This design comes from an exercise in tuning for small area and a short achievable clock period on the open sky130 flow, not from production work.
At most, simulation tests tie the RTL to the original design; equivalence was not proved.
Power is estimated from default activity; no workload was simulated.

Setup of the reference run:
==> flow/design.v <==
module memory_unit(
    input CLK, RESET,  
    input [3:0] ADDR,  
    input [7:0] DATA_IN,  
    input READ, WRITE,  
    input [7:0] SEARCH_KEY,  
    output reg [7:0] DATA_OUT,  
    output reg [7:0] SEARCH_RESULT  
);
reg [7:0] cam_memory [7:0];  
reg [7:0] cam_data [7:0];  
reg [7:0] dasd_memory [31:0];  
always @(posedge CLK) begin
    if (!RESET && !READ && WRITE) begin
        dasd_memory[{1'b0, ADDR}] <= DATA_IN;  
        if (ADDR < 4'd8) begin
            cam_memory[ADDR[2:0]] <= DATA_IN;
            cam_data[ADDR[2:0]] <= SEARCH_KEY;
        end
    end
end
integer i;
always @(posedge CLK or posedge RESET) begin
    if (RESET) begin
        DATA_OUT <= 8'b00000000;  
        SEARCH_RESULT <= 8'b00000000;  
    end else if (READ) begin
        DATA_OUT <= dasd_memory[{1'b0, ADDR}];  
        SEARCH_RESULT <= 8'b00000000;  
        for (i = 0; i < 8; i = i + 1) begin
            if (cam_data[i] == SEARCH_KEY) begin
                SEARCH_RESULT <= cam_memory[i];  
            end
        end
    end
end
endmodule
==> flow/config.mk <==
export PLATFORM = sky130hd
export DESIGN_NAME = memory_unit
export DESIGN_NICKNAME = memory_unit
export VERILOG_FILES = /design/flow/design.v
export SDC_FILE = /design/flow/constraint.sdc
export NUM_CORES = 4
export LEC_CHECK = 0
export CAP_MARGIN = 20
export CORE_MARGIN = 2
export CORE_UTILIZATION = 40
export SLEW_MARGIN = 20
==> flow/constraint.sdc <==
create_clock -name core_clock -period 4.0 [get_ports {CLK}]
set_input_delay 0.8000 -clock core_clock [delete_from_list [all_inputs] [get_ports {CLK}]]
set_output_delay 0.8000 -clock core_clock [all_outputs]
set_load 0.01 [all_outputs]
run.sh (not shown) runs the stock make flow with config.mk's settings and CLKGATE_MAP_FILE= SYNTH_SCRIPT=/design/flow/synth_recipe.tcl, a recipe that flattens the netlist after the stock synthesis.
Inputs modified between the reference run and the trial run:
==> flow/design.v <==
module memory_unit(
    input CLK, RESET,  
    input [3:0] ADDR,  
    input [7:0] DATA_IN,  
    input READ, WRITE,  
    input [7:0] SEARCH_KEY,  
    output reg [7:0] DATA_OUT,  
    output reg [7:0] SEARCH_RESULT  
);
reg [7:0] dasd_memory [0:15];  
reg [7:0] cam_key [0:7];       
wire we = !RESET && !READ && WRITE;
always @(posedge CLK) begin
    if (we) begin
        dasd_memory[ADDR] <= DATA_IN;
        if (!ADDR[3])
            cam_key[ADDR[2:0]] <= SEARCH_KEY;
    end
end
reg [7:0] search;
integer i;
always @(*) begin
    search = 8'd0;
    for (i = 0; i < 8; i = i + 1)
        if (cam_key[i] == SEARCH_KEY)
            search = dasd_memory[i];
end
always @(posedge CLK or posedge RESET) begin
    if (RESET) begin
        DATA_OUT <= 8'd0;
        SEARCH_RESULT <= 8'd0;
    end else if (READ) begin
        DATA_OUT <= dasd_memory[ADDR];
        SEARCH_RESULT <= search;
    end
end
endmodule
==> comparison <==
Routed length on met3 delta for the trial run relative to the reference run: 110 um lower
Comparing the two runs side by side, the trial run comes out ahead of the reference run on routed wire length.
For the signal arrival time at the worst endpoint, the trial run came in 0.04 ns lower than the reference run did.
Maximum frequency grows slightly when moving from the reference run to the trial run.
[the trial run vs the reference run] total iterations of the first detailed-routing run: lower in the trial run
Comparing the trial run and the reference run, routed length on met2 is higher on the reference run.
Sort the trial run and the reference run by headroom to the max-slew limit, descending, and the reference run comes first.
The reference run -> the trial run: area after synthesis decreased by more than 10%
Compared with the reference run, the trial run shows a number of inserted filler cells in the final layout that is 413 lower.
Side by side, power consumed by sequential cells turned out lower in the trial run than in the reference run.
Per the comparison of the trial run with the reference run, sequential cell count -64, global-route wire length before repair -about 13%, clock network fraction of design power -1.0 points.

Another version of the RTL of memory_unit (not shown whole).
Size in the first run: about 550 cells after synthesis, about 0.0086 mm2 of cells after synthesis.
==> module memory_unit, before the edit <==
module memory_unit(
    input CLK, RESET,  
    input [3:0] ADDR,  
    input [7:0] DATA_IN,  
    input READ, WRITE,  
    input [7:0] SEARCH_KEY,  
    output reg [7:0] DATA_OUT,  
    output reg [7:0] SEARCH_RESULT  
);
wire we = !RESET && !READ && WRITE;
reg [7:0] dasd_memory [0:15];
reg [7:0] cam_key [0:7];
wire [15:0] rsel;    
wire [7:0]  match;   
wire [7:0]  ssel;    
wire [7:0]  dout_t [0:16];
wire [7:0]  sres_t [0:8];
assign dout_t[0] = READ ? 8'd0 : DATA_OUT;
assign sres_t[0] = READ ? 8'd0 : SEARCH_RESULT;
genvar g;
generate
    for (g = 0; g < 16; g = g + 1) begin : word
        always @(posedge CLK)
            if (we && ADDR == g)
                dasd_memory[g] <= DATA_IN;
        assign rsel[g] = READ && ADDR == g;
        assign dout_t[g + 1] = dout_t[g] | ({8{rsel[g]}} & dasd_memory[g]);
    end
    for (g = 0; g < 8; g = g + 1) begin : entry
        always @(posedge CLK)
            if (we && ADDR == g)
                cam_key[g] <= SEARCH_KEY;
        assign match[g] = cam_key[g] == SEARCH_KEY;
        if (g == 7) begin : top
            assign ssel[g] = READ && match[g];
        end else begin : below
            assign ssel[g] = READ && match[g] && match[7:g + 1] == 0;
        end
        assign sres_t[g + 1] = sres_t[g] | ({8{ssel[g]}} & dasd_memory[g]);
    end
endgenerate
always @(posedge CLK or posedge RESET) begin
    if (RESET) begin
        DATA_OUT <= 8'd0;
        SEARCH_RESULT <= 8'd0;
    end else begin
        DATA_OUT <= dout_t[16];
        SEARCH_RESULT <= sres_t[8];
    end
end
endmodule
export LEC_CHECK = 0
export CAP_MARGIN = 20
export CORE_MARGIN = 2
export CORE_UTILIZATION = 40
export SETUP_SLACK_MARGIN = 2.2
export SLEW_MARGIN = 20
create_clock -name core_clock -period 4.0 [get_ports {CLK}]
standard.sh (not shown) runs the stock make flow with config.mk's settings and CLKGATE_MAP_FILE= SYNTH_SCRIPT=/design/flow/synth_recipe.tcl, a recipe that flattens the netlist after the stock synthesis.
==> flow/flow/run.sh <==
#!/bin/bash
# Own layout flow: the standard synthesis, then the standard ORFS steps with
# extra make variables (flow/make_args.txt, one NAME=VALUE per line).
set -uo pipefail
here=$(cd "$(dirname "$0")" && pwd)
mapfile -t args < <(grep -v '^\s*#' "$here/make_args.txt" | grep -v '^\s*$')
printf '%s\n' "${args[@]}" > make_args_used.log
bash standard.sh synth > synth.log 2>&1 || exit 1
bash standard.sh "${args[@]}" finish > layout.log 2>&1
==> flow/flow/make_args.txt <==
MATCH_CELL_FOOTPRINT=0
BUFFER_PORTS_ARGS=-buffer_cell sky130_fd_sc_hd__buf_2
CTS_ARGS=-sink_clustering_enable -repair_clock_nets -dont_use_dummy_load
Rerun with:
==> flow/design.v (replaced) <==
module memory_unit(
    input CLK, RESET,  
    input [3:0] ADDR,  
    input [7:0] DATA_IN,  
    input READ, WRITE,  
    input [7:0] SEARCH_KEY,  
    output reg [7:0] DATA_OUT,  
    output reg [7:0] SEARCH_RESULT  
);
reg [7:0] dasd_memory [0:15];  
reg [7:0] cam_key [0:7];       
wire we = !RESET && !READ && WRITE;
always @(posedge CLK) begin
    if (we) begin
        dasd_memory[ADDR] <= DATA_IN;
        if (!ADDR[3])
            cam_key[ADDR[2:0]] <= SEARCH_KEY;
    end
end
reg [7:0] search;
integer i;
always @(*) begin
    search = 8'd0;
    for (i = 0; i < 8; i = i + 1)
        if (cam_key[i] == SEARCH_KEY)
            search = dasd_memory[i];
end
always @(posedge CLK or posedge RESET) begin
    if (RESET) begin
        DATA_OUT <= 8'd0;
        SEARCH_RESULT <= 8'd0;
    end else if (READ) begin
        DATA_OUT <= dasd_memory[ADDR];
        SEARCH_RESULT <= search;
    end
end
endmodule
Routed wire length decreases by 2.0%.
Synthesized area is higher by 4.1%.
Die area went up by 4.0%.
Critical path depth came out lower by 7.
First-iteration DRC count drops by 27%.
Via count is lower by about 8%.
Final area is higher by about 2.4%.
Setup slack is better by 0.18 ns.
Hold slack gains 0.025 ns.
Non-clock buffer count goes up by 2.
Total power grows by 1.7%.
Synthesized cell count is lower by 9.9%.
Global-route usage fell by 1.1 points.
Count of clock-buffer cells in the layout increases by 1.
The RTL of the first run of this note was laid out without a check of its function.

memory_unit, a different RTL version from the one above (not shown whole).
For scale: roughly 210 flip-flops, about 40 I/O pins, roughly 8900 um2 of cells after synthesis.
==> module memory_unit, before the edit <==
module memory_unit(
    input CLK, RESET,  
    input [3:0] ADDR,  
    input [7:0] DATA_IN,  
    input READ, WRITE,  
    input [7:0] SEARCH_KEY,  
    output reg [7:0] DATA_OUT,  
    output reg [7:0] SEARCH_RESULT  
);
reg [7:0] dasd_memory [0:15];  
reg [7:0] cam_key [0:7];       
genvar g, b;
wire nrd, nrd_m, nrd_h, nwr, nwen;
wire [3:0] na;
g_inv u_nrd (.a(READ), .y(nrd));
g_inv u_nrd_m (.a(READ), .y(nrd_m));
g_inv u_nrd_h (.a(READ), .y(nrd_h));
g_inv u_nwr (.a(WRITE), .y(nwr));
generate
    for (g = 0; g < 4; g = g + 1) begin : ainv
        g_inv u_na (.a(ADDR[g]), .y(na[g]));
    end
endgenerate
g_or3 u_nwen (.a(RESET), .b(READ), .c(nwr), .y(nwen));
wire [3:0] pa;
g_nor2 u_pa0 (.a(ADDR[1]), .b(ADDR[0]), .y(pa[0]));
g_nor2 u_pa1 (.a(ADDR[1]), .b(na[0]), .y(pa[1]));
g_nor2 u_pa2 (.a(na[1]), .b(ADDR[0]), .y(pa[2]));
g_nor2 u_pa3 (.a(na[1]), .b(na[0]), .y(pa[3]));
wire [3:0] wq, rq;
g_nor3 u_wq0 (.a(nwen), .b(ADDR[3]), .c(ADDR[2]), .y(wq[0]));
g_nor3 u_wq1 (.a(nwen), .b(ADDR[3]), .c(na[2]), .y(wq[1]));
g_nor3 u_wq2 (.a(nwen), .b(na[3]), .c(ADDR[2]), .y(wq[2]));
g_nor3 u_wq3 (.a(nwen), .b(na[3]), .c(na[2]), .y(wq[3]));
g_nor3 u_rq0 (.a(nrd), .b(ADDR[3]), .c(ADDR[2]), .y(rq[0]));
g_nor3 u_rq1 (.a(nrd), .b(ADDR[3]), .c(na[2]), .y(rq[1]));
g_nor3 u_rq2 (.a(nrd), .b(na[3]), .c(ADDR[2]), .y(rq[2]));
g_nor3 u_rq3 (.a(nrd), .b(na[3]), .c(na[2]), .y(rq[3]));
wire [15:0] we_d, rsel;
wire [7:0] we_k;
generate
    for (g = 0; g < 16; g = g + 1) begin : word
        g_and2 u_we (.a(pa[g % 4]), .b(wq[g / 4]), .y(we_d[g]));
        g_and2 u_rs (.a(pa[g % 4]), .b(rq[g / 4]), .y(rsel[g]));
        always @(posedge CLK)
            if (we_d[g])
                dasd_memory[g] <= DATA_IN;
    end
    for (g = 0; g < 8; g = g + 1) begin : key
        g_and2 u_we (.a(pa[g % 4]), .b(wq[g / 4]), .y(we_k[g]));
        always @(posedge CLK)
            if (we_k[g])
                cam_key[g] <= SEARCH_KEY;
    end
endgenerate
wire [7:0] nlo, nhi, m, mr;
generate
    for (g = 0; g < 8; g = g + 1) begin : cmp
        wire [7:0] eq;
        for (b = 0; b < 8; b = b + 1) begin : bit_eq
            g_xnor2 u_eq (.a(cam_key[g][b]), .b(SEARCH_KEY[b]), .y(eq[b]));
        end
        g_nand4 u_lo (.a(eq[0]), .b(eq[1]), .c(eq[2]), .d(eq[3]), .y(nlo[g]));
        g_nand4 u_hi (.a(eq[4]), .b(eq[5]), .c(eq[6]), .d(eq[7]), .y(nhi[g]));
        g_nor2 u_m (.a(nlo[g]), .b(nhi[g]), .y(m[g]));                 
        g_nor3 u_mr (.a(nlo[g]), .b(nhi[g]), .c(nrd_m), .y(mr[g]));      
    end
endgenerate
wire [7:0] ssel;
wire nm7, nm5, nm3, q67, q45, q23, q123;
g_or2  u_nm7  (.a(nlo[7]), .b(nhi[7]), .y(nm7));
g_or2  u_nm5  (.a(nlo[5]), .b(nhi[5]), .y(nm5));
g_or2  u_nm3  (.a(nlo[3]), .b(nhi[3]), .y(nm3));
g_nor2 u_q67  (.a(m[6]), .b(m[7]), .y(q67));
g_nor2 u_q45  (.a(m[4]), .b(m[5]), .y(q45));
g_nor2 u_q23  (.a(m[2]), .b(m[3]), .y(q23));
g_nor3 u_q123 (.a(m[1]), .b(m[2]), .c(m[3]), .y(q123));
assign ssel[7] = mr[7];
g_and2 u_s6 (.a(mr[6]), .b(nm7), .y(ssel[6]));
g_and2 u_s5 (.a(mr[5]), .b(q67), .y(ssel[5]));
g_and3 u_s4 (.a(mr[4]), .b(nm5), .c(q67), .y(ssel[4]));
g_and3 u_s3 (.a(mr[3]), .b(q45), .c(q67), .y(ssel[3]));
g_and4 u_s2 (.a(mr[2]), .b(nm3), .c(q45), .d(q67), .y(ssel[2]));
g_and4 u_s1 (.a(mr[1]), .b(q23), .c(q45), .d(q67), .y(ssel[1]));
g_and4 u_s0 (.a(mr[0]), .b(q123), .c(q45), .d(q67), .y(ssel[0]));
wire [7:0] dout_d, sres_d;
generate
    for (b = 0; b < 8; b = b + 1) begin : bits
        wire [15:0] v;
        for (g = 0; g < 16; g = g + 1) begin : w
            assign v[g] = dasd_memory[g][b];
        end
        wire [3:0] s;
        for (g = 0; g < 4; g = g + 1) begin : spair
            g_a22oi u_s (.a1(ssel[2 * g]), .a2(v[2 * g]), .b1(ssel[2 * g + 1]), .b2(v[2 * g + 1]), .y(s[g]));
        end
        wire sh, sx;
        g_nand2 u_sh (.a(nrd_h), .b(SEARCH_RESULT[b]), .y(sh));
        g_and2 u_sx (.a(s[3]), .b(sh), .y(sx));
        g_nand4 u_sy (.a(s[0]), .b(s[1]), .c(s[2]), .d(sx), .y(sres_d[b]));
        wire [7:0] t;
        for (g = 0; g < 8; g = g + 1) begin : dpair
            g_a22oi u_t (.a1(rsel[2 * g]), .a2(v[2 * g]), .b1(rsel[2 * g + 1]), .b2(v[2 * g + 1]), .y(t[g]));
        end
        wire e0, e1, dh;
        g_nand4 u_e0 (.a(t[0]), .b(t[1]), .c(t[2]), .d(t[3]), .y(e0));
        g_nand4 u_e1 (.a(t[4]), .b(t[5]), .c(t[6]), .d(t[7]), .y(e1));
        g_and2 u_dh (.a(nrd_h), .b(DATA_OUT[b]), .y(dh));
        g_or3 u_dy (.a(e0), .b(e1), .c(dh), .y(dout_d[b]));
    end
endgenerate
always @(posedge CLK or posedge RESET) begin
    if (RESET) begin
        DATA_OUT <= 8'd0;
        SEARCH_RESULT <= 8'd0;
    end else begin
        DATA_OUT <= dout_d;
        SEARCH_RESULT <= sres_d;
    end
end
endmodule
==> flow/config.mk <==
export PLATFORM = sky130hd
export DESIGN_NAME = memory_unit
export DESIGN_NICKNAME = memory_unit
export VERILOG_FILES = /design/flow/design.v
export SDC_FILE = /design/flow/constraint.sdc
export NUM_CORES = 4
export LEC_CHECK = 0
export CAP_MARGIN = 20
export CORE_MARGIN = 2
export CORE_UTILIZATION = 40
export SETUP_SLACK_MARGIN = 2.2
export SLEW_MARGIN = 20
export SYNTH_HIERARCHICAL = 1
==> flow/constraint.sdc <==
create_clock -name core_clock -period 4.0 [get_ports {CLK}]
set_input_delay 0.8000 -clock core_clock [delete_from_list [all_inputs] [get_ports {CLK}]]
set_output_delay 0.8000 -clock core_clock [all_outputs]
set_load 0.01 [all_outputs]
==> flow/flow/run.sh <==
#!/bin/bash
# Own layout flow: the standard synthesis, then the standard ORFS steps with
# extra make variables (flow/make_args.txt, one NAME=VALUE per line; @FLOW@ is
# replaced by this folder's absolute path, for hook scripts).
set -uo pipefail
here=$(cd "$(dirname "$0")" && pwd)
mapfile -t args < <(grep -v '^\s*#' "$here/make_args.txt" | grep -v '^\s*$' | sed "s#@FLOW@#$here#g")
printf '%s\n' "${args[@]}" > make_args_used.log
bash standard.sh synth > synth.log 2>&1 || exit 1
bash standard.sh "${args[@]}" finish > layout.log 2>&1
Other scripts of this flow, unchanged in this note and not shown: flow/flow/downsize.tcl, flow/flow/make_args.txt, flow/flow/post_cts.tcl, flow/flow/pre_cts.tcl, flow/flow/recover_margin.tcl
Then changed:
--- a/flow/design.v
+++ b/flow/design.v
@@ -10,11 +10,9 @@
 reg [7:0] dasd_memory [0:15];  
 reg [7:0] cam_key [0:7];       
 genvar g, b;
-wire nrd, nrd_m, nrd_h, nwr, nwen;
+wire nrd, nwr, nwen;
 wire [3:0] na;
 g_inv u_nrd (.a(READ), .y(nrd));
-g_inv u_nrd_m (.a(READ), .y(nrd_m));
-g_inv u_nrd_h (.a(READ), .y(nrd_h));
 g_inv u_nwr (.a(WRITE), .y(nwr));
 generate
     for (g = 0; g < 4; g = g + 1) begin : ainv
@@ -37,7 +35,6 @@
 g_nor3 u_rq2 (.a(nrd), .b(na[3]), .c(ADDR[2]), .y(rq[2]));
 g_nor3 u_rq3 (.a(nrd), .b(na[3]), .c(na[2]), .y(rq[3]));
 wire [15:0] we_d, rsel;
-wire [7:0] we_k;
 generate
     for (g = 0; g < 16; g = g + 1) begin : word
         g_and2 u_we (.a(pa[g % 4]), .b(wq[g / 4]), .y(we_d[g]));
@@ -47,9 +44,8 @@
                 dasd_memory[g] <= DATA_IN;
     end
     for (g = 0; g < 8; g = g + 1) begin : key
-        g_and2 u_we (.a(pa[g % 4]), .b(wq[g / 4]), .y(we_k[g]));
         always @(posedge CLK)
-            if (we_k[g])
+            if (we_d[g])
                 cam_key[g] <= SEARCH_KEY;
     end
 endgenerate
@@ -63,7 +59,7 @@
         g_nand4 u_lo (.a(eq[0]), .b(eq[1]), .c(eq[2]), .d(eq[3]), .y(nlo[g]));
         g_nand4 u_hi (.a(eq[4]), .b(eq[5]), .c(eq[6]), .d(eq[7]), .y(nhi[g]));
         g_nor2 u_m (.a(nlo[g]), .b(nhi[g]), .y(m[g]));                 
-        g_nor3 u_mr (.a(nlo[g]), .b(nhi[g]), .c(nrd_m), .y(mr[g]));      
+        g_nor3 u_mr (.a(nlo[g]), .b(nhi[g]), .c(nrd), .y(mr[g]));      
     end
 endgenerate
 wire [7:0] ssel;
@@ -95,7 +91,7 @@
             g_a22oi u_s (.a1(ssel[2 * g]), .a2(v[2 * g]), .b1(ssel[2 * g + 1]), .b2(v[2 * g + 1]), .y(s[g]));
         end
         wire sh, sx;
-        g_nand2 u_sh (.a(nrd_h), .b(SEARCH_RESULT[b]), .y(sh));
+        g_nand2 u_sh (.a(nrd), .b(SEARCH_RESULT[b]), .y(sh));
         g_and2 u_sx (.a(s[3]), .b(sh), .y(sx));
         g_nand4 u_sy (.a(s[0]), .b(s[1]), .c(s[2]), .d(sx), .y(sres_d[b]));
         wire [7:0] t;
@@ -105,7 +101,7 @@
         wire e0, e1, dh;
         g_nand4 u_e0 (.a(t[0]), .b(t[1]), .c(t[2]), .d(t[3]), .y(e0));
         g_nand4 u_e1 (.a(t[4]), .b(t[5]), .c(t[6]), .d(t[7]), .y(e1));
-        g_and2 u_dh (.a(nrd_h), .b(DATA_OUT[b]), .y(dh));
+        g_and2 u_dh (.a(nrd), .b(DATA_OUT[b]), .y(dh));
         g_or3 u_dy (.a(e0), .b(e1), .c(dh), .y(dout_d[b]));
     end
 endgenerate
Design area decreases slightly; worst hold slack improved by 20 ps; cell count is lower slightly; clock power barely changes; routed wire length falls slightly; global-route usage is lower by 0.82 points.
Function was not checked in any run of this note: the RTL went through the layout flow alone.

## separate check: timing with driven ports
The results above use ideal ports. As a check the final layouts listed here were re-extracted and re-timed, cells and wires unchanged. Step 1: set_driving_cell puts a clkbuf_16 on CLK and a buf_2 on each other input, an assumption about the parent block. Step 2 adds t to the input delays and takes it off the output delays; t is the mean of the earliest and latest rising clock arrival at the registers after step 1. Input paths then give back, and output paths get back, about the clock's delay inside the block. Slacks: ideal / step 1 / step 2; pairs: ideal / step 1.
| run | t (ns) | slack for setup (ns) | worst setup path at the end | worst data-port slew with drivers (ns) |
|---|---|---|---|---|
| the reference run | 0.575 | 0.868 / 0.876 / 0.301 | input to register | 0.04 |
| the trial run | 0.546 | 0.889 / 0.911 / 0.365 | input to register | 0.05 |
| the first run of note 2 | 0.524 | 1.912 / 1.899 / 1.375 | input to register | 0.08 |
| the second run of note 2 | 0.536 | 2.091 / 1.885 / 1.349 | input to register | 0.32 |
| the first run of note 3 | 0.540 | 2.087 / 2.046 / 1.594 | input to register | 0.06 |
| the second run of note 3 | 0.548 | 2.110 / 2.075 / 1.557 | input to register | 0.07 |
After both steps every run listed still meets setup and hold. The setup slack of the second run of note 2, which loses most, moves by -0.206 ns with the drivers and by -0.742 ns with both steps.
